Source: an optimization exercise on an open RTL-to-GDS flow (aim: small area and a short achievable clock period). Production flows keep margins and buffers that such runs may drop. Power figures rest on the tool's default switching activity, not on a simulated workload.

==> inputs of run a <==
// radix3_fft
module radix3_fft(
    input clk,
    input rst,
    input in_valid,
    input [31:0] a_re,
    input [31:0] a_img,
    input [31:0] b_re,
    input [31:0] b_img,
    input [31:0] c_re,
    input [31:0] c_img,
    output out_valid,
    output [31:0] ao_re,
    output [31:0] ao_img,
    output [31:0] bo_re,
    output [31:0] bo_img,
    output [31:0] co_re,
    output [31:0] co_img
    );
clock: 5.0 ns
lec_check: 0
cap_margin: 20
core_margin: 2
core_utilization: 60
setup_slack_margin: 1.5
slew_margin: 20
run.sh (not shown) runs the stock make flow with config.mk's settings and CLKGATE_MAP_FILE= SYNTH_SCRIPT=/design/flow/synth_recipe.tcl, a recipe that flattens the netlist after the stock synthesis.
==> run b (differences from run a) <==
--- a/flow/design.v
+++ b/flow/design.v
@@ -133,47 +133,47 @@
 wire [7:0] dyx = ye - xe;
 wire zxy = (|dxy[7:5]) | (dxy[4] & dxy[3]);
 wire zyx = (|dyx[7:5]) | (dyx[4] & dyx[3]);
 wire [7:0] sh = xbig ? dxy : dyx;
 wire shz = xbig ? zxy : zyx;
 wire same_a = ~(xi[31] ^ yi[31]);
 wire sgn_a = xi[31];
 wire sgnd_a = xi[31] ^ ~xbig;
-wire [7:0] emax = xbig ? xe : ye;
-wire [22:0] xf_b, yf_b; wire [7:0] ea; wire [4:0] sh_b;
+wire [22:0] xf_b, yf_b; wire [7:0] xe_b, ye_b; wire [4:0] sh_b;
 wire xbig_b, shz_b, same_b, sgn_b, sgnd_b;
-r3_cut #(.W(23+23+8+5+5), .EN(R[0])) C0 (.clk(clk),
-    .d({xi[22:0], yi[22:0], emax, sh[4:0], xbig, shz, same_a, sgn_a, sgnd_a}),
-    .q({xf_b, yf_b, ea, sh_b, xbig_b, shz_b, same_b, sgn_b, sgnd_b}));
+r3_cut #(.W(23+23+8+8+5+5), .EN(R[0])) C0 (.clk(clk),
+    .d({xi[22:0], yi[22:0], xe, ye, sh[4:0], xbig, shz, same_a, sgn_a, sgnd_a}),
+    .q({xf_b, yf_b, xe_b, ye_b, sh_b, xbig_b, shz_b, same_b, sgn_b, sgnd_b}));
 wire [22:0] lf = xbig_b ? xf_b : yf_b;
 wire [22:0] sf = xbig_b ? yf_b : xf_b;
+wire [7:0] ea = xbig_b ? xe_b : ye_b;
 wire [23:0] sm = shz_b ? 24'd0 : ({1'b1, sf} >> sh_b);
 wire [22:0] lf_c; wire [23:0] sm_c; wire same_c, sgn_c, sgnd_c; wire [7:0] e_c;
 r3_cut #(.W(23+24+3+8), .EN(R[1])) C1 (.clk(clk),
     .d({lf, sm, same_b, sgn_b, sgnd_b, ea}),
     .q({lf_c, sm_c, same_c, sgn_c, sgnd_c, e_c}));
 wire [24:0] sum = {1'b1, lf_c} + sm_c;
 wire [23:0] dif = {1'b1, lf_c} - sm_c;
 wire [24:0] sum_d; wire [23:0] dif_d; wire same_d, sgn_d, sgnd_d; wire [7:0] e_d;
 r3_cut #(.W(25+24+3+8), .EN(R[2])) C2 (.clk(clk),
     .d({sum, dif, same_c, sgn_c, sgnd_c, e_c}),
     .q({sum_d, dif_d, same_d, sgn_d, sgnd_d, e_d}));
 wire [23:0] dn1; wire z16, z8;
 r3_norm1 N1 (.z(dif_d), .n(dn1), .z16(z16), .z8(z8));
 wire [31:0] rs = {sgn_d, e_d + {7'd0, sum_d[24]}, sum_d[24] ? sum_d[23:1] : sum_d[22:0]};
 wire zero = z16 & z8;
-wire [7:0] e16 = e_d - {3'd0, (zero ? 2'd0 : {z16, z8}), 3'd0};
-wire [23:0] dn1_e; wire [31:0] rs_e; wire [7:0] e_e; wire zero_e, same_e, sgnd_e;
-r3_cut #(.W(24+32+8+3), .EN(R[3])) C3 (.clk(clk),
-    .d({dn1, rs, e16, zero, same_d, sgnd_d}),
-    .q({dn1_e, rs_e, e_e, zero_e, same_e, sgnd_e}));
+wire [23:0] dn1_e; wire [31:0] rs_e; wire [7:0] e_e; wire z16_e, z8_e, zero_e, same_e, sgnd_e;
+r3_cut #(.W(24+32+8+5), .EN(R[3])) C3 (.clk(clk),
+    .d({dn1, rs, e_d, z16, z8, zero, same_d, sgnd_d}),
+    .q({dn1_e, rs_e, e_e, z16_e, z8_e, zero_e, same_e, sgnd_e}));
 wire [23:0] dn; wire [2:0] dc;
 r3_norm2 N2 (.z(dn1_e), .n(dn), .c(dc));
-wire [31:0] rd = {sgnd_e, e_e - {5'd0, (zero_e ? 3'd0 : dc)}, dn[22:0]};
+wire [4:0] cnt = zero_e ? 5'd0 : {z16_e, z8_e, dc};
+wire [31:0] rd = {sgnd_e, e_e - {3'd0, cnt}, dn[22:0]};
 wire [31:0] zp_e = same_e ? rs_e : rd;
 wire [31:0] zm_e = same_e ? rd : rs_e;
 r3_cut #(.W(64), .EN(R[4])) C4 (.clk(clk), .d({zp_e, zm_e}), .q({zp, zm}));
 endmodule
 module r3_st2 #(parameter [5:0] R = 0) (
     input clk,
     input [31:0] a,
     input [31:0] s,
@@ -196,58 +196,54 @@
 wire [7:0] d1 = ea - es1;
 wire [7:0] n1 = es1 - ea;
 wire ageA = same ? ge0 : ge1;
 wire [7:0] shA = same ? (ge0 ? d0 : n0) : (ge1 ? d1 : n1);
 wire [7:0] eAo = same ? es : es1;
 wire abig = same ? big1 : big0;
 wire [7:0] shS = same ? (big1 ? d1 : n1) : (big0 ? d0 : n0);
 wire [7:0] eSo = same ? es1 : es;
-wire zd0 = (|d0[7:5]) | (d0[4] & d0[3]);
-wire zn0 = (|n0[7:5]) | (n0[4] & n0[3]);
-wire zd1 = (|d1[7:5]) | (d1[4] & d1[3]);
-wire zn1 = (|n1[7:5]) | (n1[4] & n1[3]);
-wire shzA = same ? (ge0 ? zd0 : zn0) : (ge1 ? zd1 : zn1);
-wire shzS = same ? (big1 ? zd1 : zn1) : (big0 ? zd0 : zn0);
+wire shzA = (|shA[7:5]) | (shA[4] & shA[3]);
+wire shzS = (|shS[7:5]) | (shS[4] & shS[3]);
 wire sgnd = sa ^ ~abig;
-wire [7:0] eAm = ageA ? ea : eAo;
-wire [7:0] eSm = abig ? ea : eSo;
-wire [22:0] af_b, sf_b; wire [7:0] eA, eS; wire [4:0] shA_b, shS_b;
+wire [22:0] af_b, sf_b; wire [7:0] ea_b, eAo_b, eSo_b; wire [4:0] shA_b, shS_b;
 wire ageA_b, abig_b, shzA_b, shzS_b, same_b, sa_b, sgnd_b;
-r3_cut #(.W(23+23+8+8+5+5+7), .EN(R[0])) C0 (.clk(clk),
-    .d({ai[22:0], si[22:0], eAm, eSm, shA[4:0], shS[4:0], ageA, abig, shzA, shzS, same, sa, sgnd}),
-    .q({af_b, sf_b, eA, eS, shA_b, shS_b, ageA_b, abig_b, shzA_b, shzS_b, same_b, sa_b, sgnd_b}));
+r3_cut #(.W(23+23+8+8+8+5+5+7), .EN(R[0])) C0 (.clk(clk),
+    .d({ai[22:0], si[22:0], ea, eAo, eSo, shA[4:0], shS[4:0], ageA, abig, shzA, shzS, same, sa, sgnd}),
+    .q({af_b, sf_b, ea_b, eAo_b, eSo_b, shA_b, shS_b, ageA_b, abig_b, shzA_b, shzS_b, same_b, sa_b, sgnd_b}));
 wire [22:0] lfA = ageA_b ? af_b : sf_b;
 wire [22:0] sfA = ageA_b ? sf_b : af_b;
+wire [7:0] eA = ageA_b ? ea_b : eAo_b;
 wire [22:0] lfS = abig_b ? af_b : sf_b;
 wire [22:0] sfS = abig_b ? sf_b : af_b;
+wire [7:0] eS = abig_b ? ea_b : eSo_b;
 wire [23:0] smA = shzA_b ? 24'd0 : ({1'b1, sfA} >> shA_b);
 wire [23:0] smS = shzS_b ? 24'd0 : ({1'b1, sfS} >> shS_b);
 wire [22:0] lfA_c, lfS_c; wire [23:0] smA_c, smS_c; wire [7:0] eA_c, eS_c; wire same_c, sa_c, sgnd_c;
 r3_cut #(.W(2*(23+24+8)+3), .EN(R[1])) C1 (.clk(clk),
     .d({lfA, smA, eA, lfS, smS, eS, same_b, sa_b, sgnd_b}),
     .q({lfA_c, smA_c, eA_c, lfS_c, smS_c, eS_c, same_c, sa_c, sgnd_c}));
 wire [24:0] sum = {1'b1, lfA_c} + smA_c;
 wire [23:0] dif = {1'b1, lfS_c} - smS_c;
 wire [24:0] sum_d; wire [23:0] dif_d; wire [7:0] eA_d, eS_d; wire same_d, sa_d, sgnd_d;
 r3_cut #(.W(25+24+8+8+3), .EN(R[2])) C2 (.clk(clk),
     .d({sum, dif, eA_c, eS_c, same_c, sa_c, sgnd_c}),
     .q({sum_d, dif_d, eA_d, eS_d, same_d, sa_d, sgnd_d}));
 wire [23:0] dn1; wire z16, z8;
 r3_norm1 N1 (.z(dif_d), .n(dn1), .z16(z16), .z8(z8));
 wire [31:0] rs = {sa_d, eA_d + {7'd0, sum_d[24]}, sum_d[24] ? sum_d[23:1] : sum_d[22:0]};
 wire zero = z16 & z8;
-wire [7:0] e16 = eS_d - {3'd0, (zero ? 2'd0 : {z16, z8}), 3'd0};
-wire [23:0] dn1_e; wire [31:0] rs_e; wire [7:0] eS_e; wire zero_e, same_e, sgnd_e;
-r3_cut #(.W(24+32+8+3), .EN(R[3])) C3 (.clk(clk),
-    .d({dn1, rs, e16, zero, same_d, sgnd_d}),
-    .q({dn1_e, rs_e, eS_e, zero_e, same_e, sgnd_e}));
+wire [23:0] dn1_e; wire [31:0] rs_e; wire [7:0] eS_e; wire z16_e, z8_e, zero_e, same_e, sgnd_e;
+r3_cut #(.W(24+32+8+5), .EN(R[3])) C3 (.clk(clk),
+    .d({dn1, rs, eS_d, z16, z8, zero, same_d, sgnd_d}),
+    .q({dn1_e, rs_e, eS_e, z16_e, z8_e, zero_e, same_e, sgnd_e}));
 wire [23:0] dn; wire [2:0] dc;
 r3_norm2 N2 (.z(dn1_e), .n(dn), .c(dc));
-wire [31:0] rd = {sgnd_e, eS_e - {5'd0, (zero_e ? 3'd0 : dc)}, dn[22:0]};
+wire [4:0] cnt = zero_e ? 5'd0 : {z16_e, z8_e, dc};
+wire [31:0] rd = {sgnd_e, eS_e - {3'd0, cnt}, dn[22:0]};
 wire [31:0] ao_e = same_e ? rs_e : rd;
 wire [31:0] p_e = same_e ? rd : rs_e;
 r3_cut #(.W(64), .EN(R[4])) C4 (.clk(clk), .d({ao_e, p_e}), .q({ao, p}));
 endmodule
 module r3_mul #(parameter [3:0] R = 0) (
     input clk,
     input [31:0] d,
     output [31:0] m
@@ -275,16 +271,15 @@
                  c1   ? t_b[24:1] : t_b[23:0];
 wire [23:0] s2k = byp ? 24'd0 :
                   ez  ? {1'd0, u_b[23:1]} :
                   c1  ? {3'd0, u_b[23:3]} : {2'd0, u_b[23:2]};
 wire [7:0] e1 = byp2 ? e_b + 8'd250 :
                 byp1 ? (e_b[1] ? 8'd252 : 8'd254) + {7'd0, u23} :
                 ez   ? 8'd255 : e_b + {7'd0, c1};
 wire sg = byp2 ? sd_b : ~sd_b;
-wire [7:0] e0 = e1 - 8'd1;
-wire [23:0] s1_c, s2k_c; wire [7:0] e1_c, e0_c; wire sg_c;
-r3_cut #(.W(24+24+8+8+1), .EN(R[1])) C1 (.clk(clk),
-    .d({s1, s2k, e1, e0, sg}), .q({s1_c, s2k_c, e1_c, e0_c, sg_c}));
+wire [23:0] s1_c, s2k_c; wire [7:0] e1_c; wire sg_c;
+r3_cut #(.W(24+24+8+1), .EN(R[1])) C1 (.clk(clk),
+    .d({s1, s2k, e1, sg}), .q({s1_c, s2k_c, e1_c, sg_c}));
 wire [24:0] h = {1'b0, s1_c} + {1'b0, s2k_c};
-wire [31:0] m_e = {sg_c, h[24] ? e1_c : e0_c, h[24] ? h[23:1] : h[22:0]};
+wire [31:0] m_e = {sg_c, e1_c + {7'd0, h[24]} - 8'd1, h[24] ? h[23:1] : h[22:0]};
 r3_cut #(.W(32), .EN(R[2])) C2 (.clk(clk), .d(m_e), .q(m));
 endmodule
- CORE_UTILIZATION: 60 -> 40
==> comparison <==
- Of run a and run b, run a has the higher core utilization (gap 22 points).
- In run b the clock-buffer cell count is higher than in run a, by 15.
- Of run a and run b, run b has the higher worst hold slack (gap 0.0015 ns).
- Against run a, the global-route usage of run b is lower by 8.9 points.
- In sequential share of layout area, run b and run a hardly differ.
- Against run b, the combinational power of run a is lower by about 0.8%.
Function was not checked in any run of this note: the RTL went through the layout flow alone.

-- re-timing with driven ports --
How much do the figures lean on ideal ports? The routed layouts below were timed once more, with nothing changed but the port constraints. Step 1 assumes that a clkbuf_16 drives the clock port and a buf_2 every other input. Step 2 adds t to the input delays and takes it off the output delays; t is the mean of the earliest and latest rising clock arrival at the registers after step 1. Input paths then give back, and output paths get back, about the clock's delay inside the block. Slacks: ideal ports / drivers / drivers and shift; pairs: ideal ports / drivers.
run | shift t [ns] | setup WS [ns] | slew at the worst register clock pin (ns) | worst data-port slew with drivers (ns) | cell pins on the clock port's net
run a | 1.026 | 1.606 / 1.606 / 0.698 | 0.07 / 0.07 | 0.08 | 1
run b | 0.987 | 1.533 / 1.533 / 0.792 | 0.07 / 0.07 | 0.06 | 1
After both steps every run listed still meets setup and hold. For run a, which loses most, drivers alone change the setup slack by 0.000 ns; drivers and shift together by -0.908 ns.
